This is an optimization exercise on Yosys and OpenROAD, whose aim is small area, a short achievable clock period and few clock cycles, not a production implementation. The RTL was checked by simulation tests, not by an equivalence proof against the original design. Power is estimated from default activity; no workload was simulated.

==> design.v <==
`default_nettype none
module tiny_riscv_processor(
    input wire i_Clk,
    input wire i_Rst_N,
    output wire [31:0] o_mem_addr,
    input wire [31:0] i_mem_data,
    output wire o_read_strobe,
    output wire [31:0] o_mem_write_data,
    output wire [3:0]  o_mem_write_mask
);
    assign o_mem_addr = (r_state == STATE_WAIT_INSTR || r_state == STATE_FETCH_INSTR) ? r_PC : w_load_or_store_address;
    assign o_read_strobe = (r_state == STATE_FETCH_INSTR || r_state == STATE_LOAD_DATA);
    assign o_mem_write_mask = {4{r_state == STATE_STORE_DATA}} & r_store_write_mask;
    assign o_mem_write_data = r_mem_write_data;
    reg [31:0] r_PC;
    reg [31:0] r_instr;
    wire w_is_fence_instr          =  r_instr[6:0] == 7'b000_1111;
    wire w_is_ecall_instr          =  r_instr[6:0] == 7'b111_0011;
    wire w_is_ebreak_instr         =  r_instr[6:0] == 7'b111_0011;
    wire w_is_system_instr         =  r_instr[6:0] == 7'b111_0011;
    wire w_is_ALU_reg_instr        =  r_instr[6:0] == 7'b011_0011;  
    wire w_is_ALU_imm_instr        =  r_instr[6:0] == 7'b001_0011;  
    wire w_is_store_instr          =  r_instr[6:0] == 7'b010_0011;  
    wire w_is_load_instr           =  r_instr[6:0] == 7'b000_0011;
    wire w_is_branch_instr         =  r_instr[6:0] == 7'b110_0011;
    wire w_is_jump_link_r_instr    =  r_instr[6:0] == 7'b110_0111;
    wire w_is_jump_link_instr      =  r_instr[6:0] == 7'b110_1111;
    wire w_is_add_ui_pc_instr      =  r_instr[6:0] == 7'b001_0111;
    wire w_is_load_ui_instr        =  r_instr[6:0] == 7'b011_0111;
    wire [4:0] w_rs1_param = r_instr[19:15];
    wire [4:0] w_rs2_param = r_instr[24:20];
    wire [4:0] w_rd_param  = r_instr[11:7];
    wire [2:0] w_funct3 = r_instr[14:12];
    wire [6:0] w_funct7 = r_instr[31:25];
    wire [31:0] w_U_type_imm = {r_instr[31:12], {12{1'b0}}};  
    wire [31:0] w_I_type_imm = {{21{r_instr[31]}}, r_instr[30:20]};
    wire [31:0] w_S_type_imm = {{21{r_instr[31]}}, r_instr[30:25], r_instr[11:7]};
    wire [31:0] w_B_type_imm = {{20{r_instr[31]}}, r_instr[7], r_instr[30:25], r_instr[11:8], 1'b0};
    wire [31:0] w_J_type_imm = {{12{r_instr[31]}}, r_instr[19:12], r_instr[20], r_instr[30:21], 1'b0};
    reg [31:0] r_RegisterBank[0:31];
    reg [31:0] rs1;
    reg [31:0] rs2;
    wire [31:0] w_load_or_store_address = rs1 + (w_is_store_instr ? w_S_type_imm : w_I_type_imm);
    wire [15:0] w_load_halfword = w_load_or_store_address[1] ? i_mem_data[31:16] : i_mem_data[15:0];          
    reg [7:0] w_load_byte; 
    always @(*) begin
        case(w_load_or_store_address[1:0])
            2'b00: w_load_byte = i_mem_data[7:0];
            2'b01: w_load_byte = i_mem_data[15:8];
            2'b10: w_load_byte = i_mem_data[23:16];
            2'b11: w_load_byte = i_mem_data[31:24];
        endcase
    end
    reg [31:0] w_load_data;
    always @(*) begin
        case(w_funct3)
            3'b000: w_load_data = {{25{w_load_byte[7]}}, w_load_byte[6:0]};              
            3'b001: w_load_data = {{17{w_load_halfword[15]}}, w_load_halfword[14:0]};    
            3'b010: w_load_data = i_mem_data;                                            
            3'b100: w_load_data = {{24{1'b0}},w_load_byte};                              
            3'b101: w_load_data = {{16{1'b0}},w_load_halfword};                          
            default: w_load_data = 0;
        endcase
    end
    reg [31:0] r_mem_write_data;
    always @(*) begin
        case (w_load_or_store_address[1:0])
            2'b00: r_mem_write_data[31:0] = {rs2[31:0]};
            2'b01: r_mem_write_data[31:0] = {rs2[31:24] ,rs2[23:16] ,rs2[7:0], rs2[7:0]};
            2'b10: r_mem_write_data[31:0] = {rs2[15:8] ,rs2[7:0] ,rs2[15:8] ,rs2[7:0]};
            2'b11: r_mem_write_data[31:0] = {rs2[7:0] ,rs2[7:0] ,rs2[7:0], rs2[7:0]};
        endcase
    end
    reg [3:0] w_byte_write_mask;
    always @(*) begin
        case(w_load_or_store_address[1:0])
            2'b00 : w_byte_write_mask = 4'b0001;
            2'b01 : w_byte_write_mask = 4'b0010;
            2'b10 : w_byte_write_mask = 4'b0100;
            2'b11 : w_byte_write_mask = 4'b1000;
        endcase
    end
    wire [3:0] w_half_word_write_mask = w_load_or_store_address[1] ? 4'b1100 : 4'b0011;
    reg [3:0] r_store_write_mask;
    always @(*) begin
        case(w_funct3)
            3'b000: r_store_write_mask = w_byte_write_mask;       
            3'b001: r_store_write_mask = w_half_word_write_mask;  
            3'b010: r_store_write_mask = 4'b1111;                 
            default: r_store_write_mask = 0;
        endcase
    end
    localparam STATE_FETCH_INSTR = 0;
    localparam STATE_WAIT_INSTR  = 1;
    localparam STATE_FETCH_REGS  = 2;
    localparam STATE_EXECUTE     = 3;
    localparam STATE_LOAD_DATA   = 4;
    localparam STATE_WAIT_DATA   = 5;
    localparam STATE_STORE_DATA  = 6;
    reg [2:0] r_state;
    always @(posedge i_Clk) begin
        if(!i_Rst_N) begin  
            r_PC <= 0;
            r_state <= STATE_FETCH_INSTR;
        end
        else begin
            if(w_return_en && (w_rd_param != 0)) begin
                r_RegisterBank[w_rd_param] <= w_return_data;
            end
            case(r_state)
                STATE_FETCH_INSTR: begin
                    r_state <= STATE_WAIT_INSTR;
                end
                STATE_WAIT_INSTR: begin
                    r_instr <= i_mem_data;
                    r_state <= STATE_FETCH_REGS;
                end
                STATE_FETCH_REGS: begin
                    rs1 <= (w_rs1_param == 5'd0) ? 32'd0 : r_RegisterBank[w_rs1_param];
                    rs2 <= (w_rs2_param == 5'd0) ? 32'd0 : r_RegisterBank[w_rs2_param];
                    r_state <= STATE_EXECUTE; 
                end
                STATE_EXECUTE: begin
                    if(!w_is_system_instr) begin
                        r_PC <= w_next_PC;  
                    end
                    if(w_is_load_instr)
                        r_state <= STATE_LOAD_DATA;
                    else if(w_is_store_instr)
                        r_state <= STATE_STORE_DATA;
                    else
                        r_state <= STATE_FETCH_INSTR;
                end
                STATE_LOAD_DATA: begin
                    r_state <= STATE_WAIT_DATA;
                end
                STATE_WAIT_DATA: begin
                    r_state <= STATE_FETCH_INSTR;
                end
                STATE_STORE_DATA: begin
                    r_state <= STATE_FETCH_INSTR;
                end
            endcase
        end
    end
    wire [31:0] w_ALU_in_1 = rs1;
    wire [31:0] w_ALU_in_2 = (w_is_ALU_reg_instr | w_is_branch_instr) ? rs2 : w_I_type_imm;
    reg [31:0] r_ALU_out; 
    wire [4:0] w_shift_amount = w_is_ALU_reg_instr ? rs2[4:0] : r_instr[24:20];
    wire [32:0] w_alu_minus = {1'b0, w_ALU_in_1} - {1'b0, w_ALU_in_2};
    wire w_equal                = (w_alu_minus[31:0] == 0);  
    wire w_less_than_unsigned   = w_alu_minus[32];           
    wire w_less_than_signed     = (w_ALU_in_1[31] ^ w_ALU_in_2[31]) ? w_ALU_in_1[31] : w_alu_minus[32];  
    wire [31:0] w_alu_plus      = w_ALU_in_1 + w_ALU_in_2;
    function [31:0] flipped(input [31:0] in);
        begin
            flipped = { in[0],  in[1],  in[2],  in[3],  in[4],  in[5],
                        in[6],  in[7],  in[8],  in[9],  in[10], in[11],
                        in[12], in[13], in[14], in[15], in[16], in[17],
                        in[18], in[19], in[20], in[21], in[22], in[23],
                        in[24], in[25], in[26], in[27], in[28], in[29],
                        in[30], in[31]
                       };
        end
    endfunction
    wire [31:0] w_shifter_input = (w_funct3 == 3'b001) ? flipped(w_ALU_in_1) : w_ALU_in_1;  
    wire [32:0] w_bit_shifter_temp = $signed({r_instr[30] & w_ALU_in_1[31], w_shifter_input}) >>> w_shift_amount;  
    wire [31:0] w_bit_shifter = w_bit_shifter_temp[31:0];
    wire [31:0] w_left_shift = flipped(w_bit_shifter);
    always @(*) begin
        case (w_funct3)
            3'b000: r_ALU_out = (w_funct7[5] & r_instr[5]) ? (w_alu_minus[31:0]) : w_alu_plus;  
            3'b001: r_ALU_out = w_left_shift;  
            3'b010: r_ALU_out = {31'b0, w_less_than_signed};
            3'b011: r_ALU_out = {31'b0, w_less_than_unsigned};  
            3'b100: r_ALU_out = (w_ALU_in_1 ^ w_ALU_in_2);  
            3'b101: r_ALU_out = w_bit_shifter;  
            3'b110: r_ALU_out = (w_ALU_in_1 | w_ALU_in_2);  
            3'b111: r_ALU_out = (w_ALU_in_1 & w_ALU_in_2);  
        endcase
    end
    reg r_branch_criterion_fulfilled;
    always @(*) begin
        case(w_funct3)
            3'b000: r_branch_criterion_fulfilled = w_equal;
            3'b001: r_branch_criterion_fulfilled = !w_equal;
            3'b100: r_branch_criterion_fulfilled = w_less_than_signed;
            3'b101: r_branch_criterion_fulfilled = !w_less_than_signed;
            3'b110: r_branch_criterion_fulfilled = w_less_than_unsigned;
            3'b111: r_branch_criterion_fulfilled = !w_less_than_unsigned;
            default: r_branch_criterion_fulfilled = 1'b0;
        endcase
    end
    wire [31:0] w_PC_plus4 = r_PC + 4;
    wire [31:0] w_PC_plus_imm = r_PC + ( r_instr[3] ? w_J_type_imm[31:0] :
                                         r_instr[4] ? w_U_type_imm[31:0] :
                                         w_B_type_imm[31:0] );
    wire w_return_en;
    assign w_return_en =    ((r_state == STATE_EXECUTE) && 
                            (w_is_ALU_reg_instr || w_is_ALU_imm_instr || w_is_jump_link_instr || w_is_jump_link_r_instr || w_is_load_ui_instr || w_is_add_ui_pc_instr))  ||
                            (r_state == STATE_WAIT_DATA);
    wire [31:0] w_return_data;
    assign w_return_data = (w_is_jump_link_instr || w_is_jump_link_r_instr) ? (w_PC_plus4)  :  
                            w_is_load_ui_instr ? w_U_type_imm                               :  
                            w_is_add_ui_pc_instr ? w_PC_plus_imm                            :
                            w_is_load_instr ? w_load_data                                   :  
                            r_ALU_out;
    wire [31:0] w_next_PC;
    assign w_next_PC =  ((w_is_branch_instr && r_branch_criterion_fulfilled) || w_is_jump_link_instr) ? w_PC_plus_imm : 
                        w_is_jump_link_r_instr                              ? {w_alu_plus[31:1],1'b0} :
                        w_PC_plus4;
endmodule
==> run.sh <==
#!/bin/bash
# synth_recipe.tcl (not shown) runs the flow's synth.tcl, then flattens the netlist and writes it again
# the make line also repeats each setting of config.mk as NAME=value (left out here)
make -C /OpenROAD-flow-scripts/flow DESIGN_CONFIG=/design/flow/config.mk WORK_HOME=/design/flow/orfs CLKGATE_MAP_FILE= SYNTH_SCRIPT=/design/flow/synth_recipe.tcl finish
==> config.mk <==
export PLATFORM = sky130hd
export DESIGN_NAME = tiny_riscv_processor
export DESIGN_NICKNAME = tiny_riscv_processor
export VERILOG_FILES = /design/flow/design.v
export SDC_FILE = /design/flow/constraint.sdc
export NUM_CORES = 4
export LEC_CHECK = 0
export CAP_MARGIN = 20
export CORE_MARGIN = 2
export CORE_UTILIZATION = 40
export SLEW_MARGIN = 20
==> constraint.sdc <==
create_clock -name core_clock -period 10.0 [get_ports {i_Clk}]
set_input_delay 2.0000 -clock core_clock [delete_from_list [all_inputs] [get_ports {i_Clk}]]
set_output_delay 2.0000 -clock core_clock [all_outputs]
set_load 0.01 [all_outputs]
==> results.cfg <==
[setup_path]
cp-startpoint = r_instr[3]
r2r_start = r_instr[5]
critPathKind = reg -> out
critPathMaxStageDelay_ns = 0.82
cp.required_ns = 8.00
cp.arrival_ns = 6.94
crit_chain = nor2_1 -> nand2_1 -> nor2_1 -> nand2_1 -> mux2_2 -> ha_1 -> inv_1 -> fa_1 -> nor2b_1 -> o21a_1 -> o21ai_0 -> and2_1 -> o311a_1 -> o41ai_1 -> a21oi_1 -> nor3_1 -> o221a_2 -> a31o_2 -> o41ai_1 -> xor2_1 -> a21oi_1 -> clkdlybuf4s50_1
worstSetupStartpointType = register
crit_slowest_cell = o41ai_1
cp_max_fo = 14
end_kind = output pin

[synthesis]
synthAdderAreaFrac = 0.03097
synth_mux_area_frac = 0.2437
syn_area_um2 = 66420
ys_warn_count = 1
synth-edff-count = 1120
netlist_instances = 4748
synthTopCellsByArea = edfxtp_1 51%, mux4_2 20%, mux2i_1 3.1%, ha_1 3.0%, a21oi_1 2.2%
async_reset_ff_frac = 0
synth_top_family_by_area = multiplexers
synth_flop_cell = edfxtp_1
ys_ff_latch = 1154
avgSynthCellArea_um2 = 13.99
yosys.area_share.simple = 0.06200
synthTopCellsByCount = 1120 x edfxtp_1, 583 x mux4_2, 346 x nor2_1
synth_compound_area_frac = 0.1004
synth_xor_xnor_area_share = 0.01859
yosysTopAreaCellShare = 0.5064
synth_top_cell_by_area = edfxtp_1
seq_area_frac_synth = 0.5166
yosysMostFrequentCell = edfxtp_1
synth.distinct_cells = 81

[final_layout]
fill_cells = 14590
multiInputGateArea_um2 = 30920
final_area_um2 = 75070
drive_gt1_frac = 0.2329
fin_nets = 5028
ff_latch_area_um2 = 34310
area_growth_syn_to_layout_pct = 13.03

[global_routing]
antenna_found_initial = 18
grt_max_degree = 127
grt_overflow = 0
grt_usage = 0.3097
first_global_vias = 45400
grt_pass1_wl_um = 364200

[timing]
hold_viol = 0
period_share = 0.8943
rsz0062_at_grt = no
drv_slew = 0
worst_slew_pin_slew_ns = 1.325
fmax_mhz = 111.8
fin_crit_ns = 8.943
slew_headroom = 0.1077
skew_ns = 0.04965
setup_tns_ns = 0
finalSetupViolCount = 0

[cts]
cts_tree = built
postCtsSetupRepairBufs = 0
ctsResizeCount = 0
clk_latency_ns = 0.79
clkSinkCount = 1154
clockBufferDepth = 3
clk_pin_slew_worst_paths_ns = 0.06
postCtsHoldBufs = 0
numCtsBuffers = 130
clockRootBuffer = clkbuf_16
htree_levels = 4

[routing]
drt_iter0_markers = 7133
postRouteAntennaNets = 0
vias = 47760
drt_first_pass_iters = 26
avgViaCountPerCell = 6.694
drt_wl_total_um = 265300
wl_per_cell_um = 37.19
drc = 0

[placed_design]
place_hpwl_um = 175500
place.gp.congestion = 1.107
port_buffers = 102
place_area_um2 = 70800

[floorplanning]
die_h_um = 411.5
coreArea_um2 = 165000
start_util = 0.4026
rows = 149
io_pins = 103
dieArea_um2 = 169300
chipWidth_um = 411.5

[min_path]
hp-start = r_PC[31]
hold_path.class = reg -> reg

[power]
peakVddDrop_mv = 0.1487
leakage_nw = 25.35
powerDensity_nw_per_um2 = 153.1

[job]
maxCapViolCount = 0

[outcome]
status = no timing/DRC/antenna violations
## cell families (layout without fill, tap and decap cells)
logic type                 count (synthesis)  count (layout)
DFF                                     1154            1154
AOI/OAI and AO/OA                       1033            1033
and+or+nand+nor                          906             906
muxes                                    877             877
buffers and inverters                    474             624
adders and majority gates                162             162
xor gates and xnor gates                 141             141
other                                      1              48
## metal layers
| layer | track usage | part of all wire | vias to the layer above |
|---|---|---|---|
| li1 | - | - | 19270 |
| met1 | 0.4208 | 0.38 | 24680 |
| met2 | 0.4518 | 0.43 | 3215 |
| met3 | 0.08966 | 0.12 | 587 |
| met4 | 0.1585 | 0.061 | 4 |
| met5 | 0 | 0.00010 | - |
## report_power, final
group / switching (mW) / internal, mW
Combinational: 0.841 / 0.470
Clock: 2.02 / 2.73
Sequential: 0.0447 / 5.39
## final timing paths
kind	end	slack, ns	cells past startpoint
setup / recovery	o_mem_addr[30]	1.06	22
hold / removal	r_PC[31]	0.54	2
setup reg to reg	r_PC[15]	2.01	22
hold reg to reg	r_PC[31]	0.54	2
## layout make-up
type | instances | share of cell area
clock buffer | 164 | 0.04602
sequential | 1154 | 0.4571
multi-input combinational | 3151 | 0.4119
timing repair buffer | 277 | 0.03232
inverter | 118 | 0.005900
clock inverter | 65 | 0.009816
antenna | 16 | 0.0005333
tap | 2189 | 0.03648
## worst max-delay path: cells and delay by family (launching register included)
family | cells | cell delay (ns)
multiplexers | 1 | 0.30
XOR/XNOR | 1 | 0.15
buffers and inverters | 2 | 0.62
adder cells (fa/ha/maj) | 2 | 0.61
AND/OR/NAND/NOR | 7 | 1.59
AO/OA/AOI/OAI | 9 | 2.32
flip-flops | 1 | 0.58
## registers in the layout, summed over array words and instances (netlist names)
register        count
r_instr            32
r_state             3
rs2                32
rs1                32
r_RegisterBank   1024
r_PC               31
## cells in the final DEF, fill, tap and decap left out, types with 17 or more instances in the layout
cell	n
edfxtp_1	1120
mux4_2	583
nor2_1	309
a21oi_1	284
nand2_1	237
o21ai_0	227
mux2i_1	199
buf_4	167
ha_1	158
clkbuf_16	133
inv_1	113
xnor2_1	107
clkdlybuf4s50_1	102
mux2_2	91
a21o_1	86
nand3_1	65
nor3_1	50
o22ai_1	44
o221ai_1	42
nand2b_1	39
o211ai_1	36
a221oi_1	35
xor2_1	34
dfxtp_1	34
a211oi_1	33
conb_1	32
clkbuf_1	30
nor2_4	29
nor2b_1	25
a31oi_1	25
clkinv_1	23
o21a_1	22
o21bai_1	21
and3_1	19
a211o_1	18
o31ai_1	17
a22o_1	17
## metrics by stage
stage | power (mW) | cells | hold WS (ns) | utilization | setup slack (ns)
6_report | 11.49 | 7134 | 0.5430 | 0.4550 | 1.057
5_1_grt | 11.81 | 7118 | 0.5634 | 0.4548 | 0.6639
4_1_cts | 11.52 | 7117 | 0.5371 | 0.4545 | 1.071
3_5_place_dp | 6.807 | 6888 | 0.5280 | 0.4291 | 1.811
3_3_place_gp | 6.804 | 6887 | 0.5306 | 0.4290 | 2.004
2_1_floorplan | 6.285 | 4779 | 0.4881 | - | 1.031
Testbench counts, summed over its fixed seeds: cycles 101,210.

==> separate check: timing with driven ports <==
In the flow no input, the clock included, has a driving cell. The finished layout below was timed again as built, in two steps.
Step 1 assumes that a clkbuf_16 drives the clock port and a buf_2 every other input.
Step 2 moves the port delays by t, midway between the first and last clock arrival at a register: inputs arrive t later, outputs are due t later. That takes back most of the time a late clock gives input paths.
Three values: ideal, step 1, step 2; two values: the first two.
t, ns: 0.849
setup WS [ns]: 1.057 / 0.968 / 1.817
worst data-port slew with drivers (ns): 0.04
After both steps this run still meets setup and hold. The setup slack of this run moves by -0.089 ns with the drivers and by +0.760 ns with both steps.
